Background: an optimization exercise with open tools, aiming at small area, a short achievable clock period and few clock cycles per item. Do not read the settings as production practice. Where RTL was checked, it was by simulation tests only, not by an equivalence proof against the original.

==> inputs of trial 85 <==
// mult
module mult(
  input  reset,
  input  clk,
  input  [31:0] a_in,
  input  [31:0] b_in,
  input  start,
  output logic [63:0] product,
  output logic done);
  logic p1, m, g;
  logic [63:0] s_reg, c_reg;
  logic [11:0] b_reg;                   
  logic [5:0] eone, etwo, eneg;         
  logic [5:0] none, ntwo, nneg;
  logic [5:0] ng, ns;
  logic [63:0] accs, accc;
  always_ff @(posedge clk, negedge reset)
    if (~reset) begin
      p1 <= 1'b0;
      m  <= 1'b0;
      g  <= 1'b0;
    end else begin
      p1 <= start & ~g;
      m  <= (start & ~g) | p1;
      g  <= (start & ~g) | m;
    end
  assign done = g & ~m;
  genvar j;
  always_ff @(posedge clk)
    b_reg <= b_in[11:0];
  logic [12:0] nf;
  assign nf = p1 ? {b_reg, 1'b0} : b_in[23:11];
  generate
    for (j = 0; j < 6; j = j + 1) begin : g_enc
      assign none[j] = nf[2*j+1] ^ nf[2*j];
      assign ntwo[j] = (nf[2*j+2] & ~nf[2*j+1] & ~nf[2*j]) | (~nf[2*j+2] & nf[2*j+1] & nf[2*j]);
      assign nneg[j] = nf[2*j+2];
    end
  endgenerate
  always_ff @(posedge clk) begin
    if ((start & ~g) | p1) begin
      eone <= none;
      etwo <= ntwo;
      eneg <= nneg;
    end else begin
      eone <= 6'b0;
      etwo <= 6'b0;
      eneg <= 6'b0;
    end
  end
  logic [8:0] sf;
  assign sf = b_in[31:23];
  logic [32:0] pp0;
  logic [1:0] one0, two0, neg0;
  logic [32:0] pp1;
  logic [1:0] one1, two1, neg1;
  logic [32:0] pp2;
  logic [1:0] one2, two2, neg2;
  logic [32:0] pp3;
  logic [1:0] one3, two3, neg3;
  logic [32:0] pp4;
  logic [1:0] one4, two4, neg4;
  logic [32:0] pp5;
  logic [1:0] one5, two5, neg5;
  ...
export LEC_CHECK = 0
export CAP_MARGIN = 20
export CORE_MARGIN = 2
export CORE_UTILIZATION = 60
export GPL_TIMING_DRIVEN = 0
export PLACE_DENSITY = 0.75
export SETUP_SLACK_MARGIN = 0.1
export SLEW_MARGIN = 20
export SYNTH_HIERARCHICAL = 1
create_clock -name core_clock -period 3.5 [get_ports {clk}]
standard.sh (not shown) runs the stock make flow with config.mk's settings and CLKGATE_MAP_FILE= SYNTH_SCRIPT=/design/flow/synth_recipe.tcl, a recipe that flattens the netlist after the stock synthesis.
==> flow/flow/run.sh <==
#!/bin/bash
set -euo pipefail
export BUFFER_PORTS_ARGS="-buffer_cell sky130_fd_sc_hd__buf_2"
bash standard.sh > standard_flow.log 2>&1
==> build 14: changes against trial 85 <==
--- a/flow/design.v
+++ b/flow/design.v
@@ -507,32 +507,32 @@
   mult_fa u_t99 (.a(pp5[13]), .b(pp4[15]), .c(accs[23]), .s(t199), .co(t200));
   mult_fa u_t100 (.a(pp2[19]), .b(pp3[17]), .c(accc[23]), .s(t201), .co(t202));
   mult_fa u_t101 (.a(pp1[21]), .b(t199), .c(t188), .s(t203), .co(t204));
   mult_fa u_t102 (.a(pp0[23]), .b(t190), .c(t201), .s(t205), .co(t206));
   mult_fx u_t103 (.a(t192), .b(t203), .c(t194), .s(t207), .co(t208));
   mult_fx u_t104 (.a(t205), .b(t207), .c(t196), .s(t209), .co(t210));
   mult_fa u_t105 (.a(pp4[16]), .b(pp5[14]), .c(accs[24]), .s(t211), .co(t212));
-  mult_fx u_t106 (.a(pp2[20]), .b(pp3[18]), .c(accc[24]), .s(t213), .co(t214));
+  mult_fa u_t106 (.a(pp2[20]), .b(pp3[18]), .c(accc[24]), .s(t213), .co(t214));
   mult_fa u_t107 (.a(t200), .b(t211), .c(pp1[22]), .s(t215), .co(t216));
   mult_fa u_t108 (.a(pp0[24]), .b(t202), .c(t213), .s(t217), .co(t218));
   mult_fx u_t109 (.a(t204), .b(t215), .c(t206), .s(t219), .co(t220));
   mult_fx u_t110 (.a(t217), .b(t219), .c(t208), .s(t221), .co(t222));
   mult_fa u_t111 (.a(pp4[17]), .b(pp5[15]), .c(accs[25]), .s(t223), .co(t224));
   mult_fx u_t112 (.a(pp2[21]), .b(pp3[19]), .c(accc[25]), .s(t225), .co(t226));
   mult_fa u_t113 (.a(t212), .b(t223), .c(pp0[25]), .s(t227), .co(t228));
   mult_fa u_t114 (.a(pp1[23]), .b(t214), .c(t225), .s(t229), .co(t230));
   mult_fx u_t115 (.a(t216), .b(t227), .c(t218), .s(t231), .co(t232));
-  mult_fx u_t116 (.a(t229), .b(t231), .c(t220), .s(t233), .co(t234));
+  mult_fa u_t116 (.a(t229), .b(t231), .c(t220), .s(t233), .co(t234));
   mult_fx u_t117 (.a(pp4[18]), .b(pp5[16]), .c(accs[26]), .s(t235), .co(t236));
   mult_fa u_t118 (.a(pp3[20]), .b(accc[26]), .c(t235), .s(t237), .co(t238));
   mult_fa u_t119 (.a(t224), .b(pp2[22]), .c(pp0[26]), .s(t239), .co(t240));
   mult_fa u_t120 (.a(pp1[24]), .b(t226), .c(t237), .s(t241), .co(t242));
   mult_fa u_t121 (.a(t228), .b(t239), .c(t230), .s(t243), .co(t244));
   mult_fx u_t122 (.a(t241), .b(t232), .c(t243), .s(t245), .co(t246));
-  mult_fx u_t123 (.a(pp4[19]), .b(pp5[17]), .c(accs[27]), .s(t247), .co(t248));
+  mult_fa u_t123 (.a(pp4[19]), .b(pp5[17]), .c(accs[27]), .s(t247), .co(t248));
   mult_fx u_t124 (.a(pp3[21]), .b(accc[27]), .c(t247), .s(t249), .co(t250));
   mult_fa u_t125 (.a(t236), .b(pp0[27]), .c(pp2[23]), .s(t251), .co(t252));
   mult_fx u_t126 (.a(pp1[25]), .b(t238), .c(t249), .s(t253), .co(t254));
   mult_fx u_t127 (.a(t240), .b(t251), .c(t242), .s(t255), .co(t256));
   mult_fa u_t128 (.a(t253), .b(t244), .c(t255), .s(t257), .co(t258));
   mult_fx u_t129 (.a(pp4[20]), .b(pp5[18]), .c(accs[28]), .s(t259), .co(t260));
   mult_fa u_t130 (.a(accc[28]), .b(t248), .c(t259), .s(t261), .co(t262));
@@ -544,39 +544,39 @@
   mult_fx u_t136 (.a(accc[29]), .b(t271), .c(pp0[29]), .s(t273), .co(t274));
   mult_fa u_t137 (.a(pp2[25]), .b(t260), .c(pp1[27]), .s(t275), .co(t276));
   mult_fa u_t138 (.a(pp3[23]), .b(t262), .c(t273), .s(t277), .co(t278));
   mult_fx u_t139 (.a(t264), .b(t275), .c(t266), .s(t279), .co(t280));
   mult_fx u_t140 (.a(t277), .b(t268), .c(t279), .s(t281), .co(t282));
   mult_fx u_t141 (.a(pp4[22]), .b(pp5[20]), .c(accs[30]), .s(t283), .co(t284));
   mult_fa u_t142 (.a(accc[30]), .b(t272), .c(t283), .s(t285), .co(t286));
-  mult_fx u_t143 (.a(pp0[30]), .b(pp2[26]), .c(pp1[28]), .s(t287), .co(t288));
-  mult_fx u_t144 (.a(pp3[24]), .b(t274), .c(t285), .s(t289), .co(t290));
+  mult_fa u_t143 (.a(pp0[30]), .b(pp2[26]), .c(pp1[28]), .s(t287), .co(t288));
+  mult_fa u_t144 (.a(pp3[24]), .b(t274), .c(t285), .s(t289), .co(t290));
   mult_fx u_t145 (.a(t276), .b(t287), .c(t278), .s(t291), .co(t292));
   mult_fx u_t146 (.a(t289), .b(t291), .c(t280), .s(t293), .co(t294));
   mult_fx u_t147 (.a(pp4[23]), .b(pp5[21]), .c(accs[31]), .s(t295), .co(t296));
   mult_fx u_t148 (.a(accc[31]), .b(t295), .c(pp2[27]), .s(t297), .co(t298));
-  mult_fx u_t149 (.a(t284), .b(pp0[31]), .c(pp1[29]), .s(t299), .co(t300));
+  mult_fa u_t149 (.a(t284), .b(pp0[31]), .c(pp1[29]), .s(t299), .co(t300));
   mult_fa u_t150 (.a(pp3[25]), .b(t286), .c(t297), .s(t301), .co(t302));
   mult_fx u_t151 (.a(t288), .b(t299), .c(t290), .s(t303), .co(t304));
   mult_fx u_t152 (.a(t301), .b(t303), .c(t292), .s(t305), .co(t306));
   mult_fx u_t153 (.a(pp5[22]), .b(pp4[24]), .c(accs[32]), .s(t307), .co(t308));
   mult_fa u_t154 (.a(accc[32]), .b(t307), .c(t296), .s(t309), .co(t310));
-  mult_fx u_t155 (.a(pp0[32]), .b(pp2[28]), .c(pp3[26]), .s(t311), .co(t312));
+  mult_fa u_t155 (.a(pp0[32]), .b(pp2[28]), .c(pp3[26]), .s(t311), .co(t312));
   mult_fx u_t156 (.a(pp1[30]), .b(t309), .c(t298), .s(t313), .co(t314));
   mult_fx u_t157 (.a(t300), .b(t311), .c(t302), .s(t315), .co(t316));
   mult_fx u_t158 (.a(t313), .b(t315), .c(t304), .s(t317), .co(t318));
   mult_fa u_t159 (.a(pp5[23]), .b(ns[0]), .c(accs[33]), .s(t319), .co(t320));
   mult_fx u_t160 (.a(pp4[25]), .b(accc[33]), .c(t308), .s(t321), .co(t322));
-  mult_fx u_t161 (.a(t319), .b(pp1[31]), .c(pp2[29]), .s(t323), .co(t324));
+  mult_fa u_t161 (.a(t319), .b(pp1[31]), .c(pp2[29]), .s(t323), .co(t324));
   mult_fa u_t162 (.a(pp3[27]), .b(t321), .c(t310), .s(t325), .co(t326));
   mult_fx u_t163 (.a(t312), .b(t323), .c(t314), .s(t327), .co(t328));
   mult_fx u_t164 (.a(t325), .b(t327), .c(t316), .s(t329), .co(t330));
   mult_ha u_t165 (.a(pp5[24]), .b(pp4[26]), .s(t331), .co(t332));
   mult_fa u_t166 (.a(accs[34]), .b(t331), .c(accc[34]), .s(t333), .co(t334));
-  mult_fx u_t167 (.a(t320), .b(pp2[30]), .c(pp1[32]), .s(t335), .co(t336));
+  mult_fa u_t167 (.a(t320), .b(pp2[30]), .c(pp1[32]), .s(t335), .co(t336));
   mult_fa u_t168 (.a(t333), .b(pp3[28]), .c(t322), .s(t337), .co(t338));
   mult_fx u_t169 (.a(t324), .b(t335), .c(t326), .s(t339), .co(t340));
   mult_fx u_t170 (.a(t337), .b(t339), .c(t328), .s(t341), .co(t342));
   mult_ha u_t171 (.a(pp4[27]), .b(accs[35]), .s(t343), .co(t344));
   mult_fa u_t172 (.a(pp5[25]), .b(ns[1]), .c(t332), .s(t345), .co(t346));
   mult_fx u_t173 (.a(accc[35]), .b(t343), .c(pp2[31]), .s(t347), .co(t348));
   mult_fa u_t174 (.a(t345), .b(t334), .c(pp3[29]), .s(t349), .co(t350));
==> trial 54: changes against trial 85 <==
--- a/flow/config.mk
+++ b/flow/config.mk
@@ -6,10 +6,10 @@
 export NUM_CORES = 4
 export LEC_CHECK = 0
 export CAP_MARGIN = 20
 export CORE_MARGIN = 2
 export CORE_UTILIZATION = 60
 export GPL_TIMING_DRIVEN = 0
 export PLACE_DENSITY = 0.75
-export SETUP_SLACK_MARGIN = 0.1
+export SETUP_SLACK_MARGIN = 0.15
 export SLEW_MARGIN = 20
 export SYNTH_HIERARCHICAL = 1
==> comparison table <==
metric	build 14	trial 54	trial 85
Die Y	173 µm	173 µm	173 µm
Number of cells produced by synthesis	1827	1845	1845
Via count	14520	14522	14615
Worst Max-Slew Pin Slew	603 ps	664 ps	609 ps
Wire length of the first global-routing pass	78700 µm	79700 µm	78500 µm
Design area	0.0203 mm²	0.0203 mm²	0.0202 mm²
Worst reg2reg setup slack	150 ps	220 ps	190 ps
Share of the clock period used by the worst path	0.980	0.989	0.962
Upper clock frequency limit	292 MHz	289 MHz	297 MHz
Met3 Use GR	0.0464	0.0479	0.0424
Buffer count excluding the clock tree in the final layout	288	285	284
Met2 track demand over resource in global routing	0.595	0.606	0.591
Sequential fraction of total cell area	0.161	0.160	0.161
Number of clock buffers in the layout	17	17	19
Status	no timing/DRC/antenna violations	no timing/DRC/antenna violations	no timing/DRC/antenna violations
Post-Syn Area	0.0170 mm²	0.0171 mm²	0.0171 mm²
Testbench counts of trial 85, summed over its fixed seeds: cycles 9,600, items 2,400.
Testbench counts of trial 54, summed over its fixed seeds: cycles 9,600, items 2,400.
No functional check of the RTL was part of build 14.

==> what the ideal ports hide <==
In the flow no input, the clock included, has a driving cell. The finished layouts below were timed again as built, in two steps. Step 1 assumes that a clkbuf_16 drives the clock port and a buf_2 every other input. Step 2 times the ports against the registers' clock, not the clock port: input delays grow and output delays shrink by t, the midpoint of the rising clock arrivals with the driver on. Slacks: ideal ports / drivers / drivers and shift; pairs: ideal ports / drivers.
| run | shift t [ns] | setup slack, ns | worst setup path at the end |
|---|---|---|---|
| trial 85 | 0.480 | 0.134 / 0.084 / -0.303 | input to register |
| build 14 | 0.505 | 0.071 / 0.018 / -0.367 | input to register |
| trial 54 | 0.495 | 0.039 / -0.015 / -0.288 | input to register |
With both steps, setup timing fails in every run listed, where it was met with ideal ports. For build 14, which loses most, drivers alone change the setup slack by -0.053 ns; drivers and shift together by -0.438 ns.
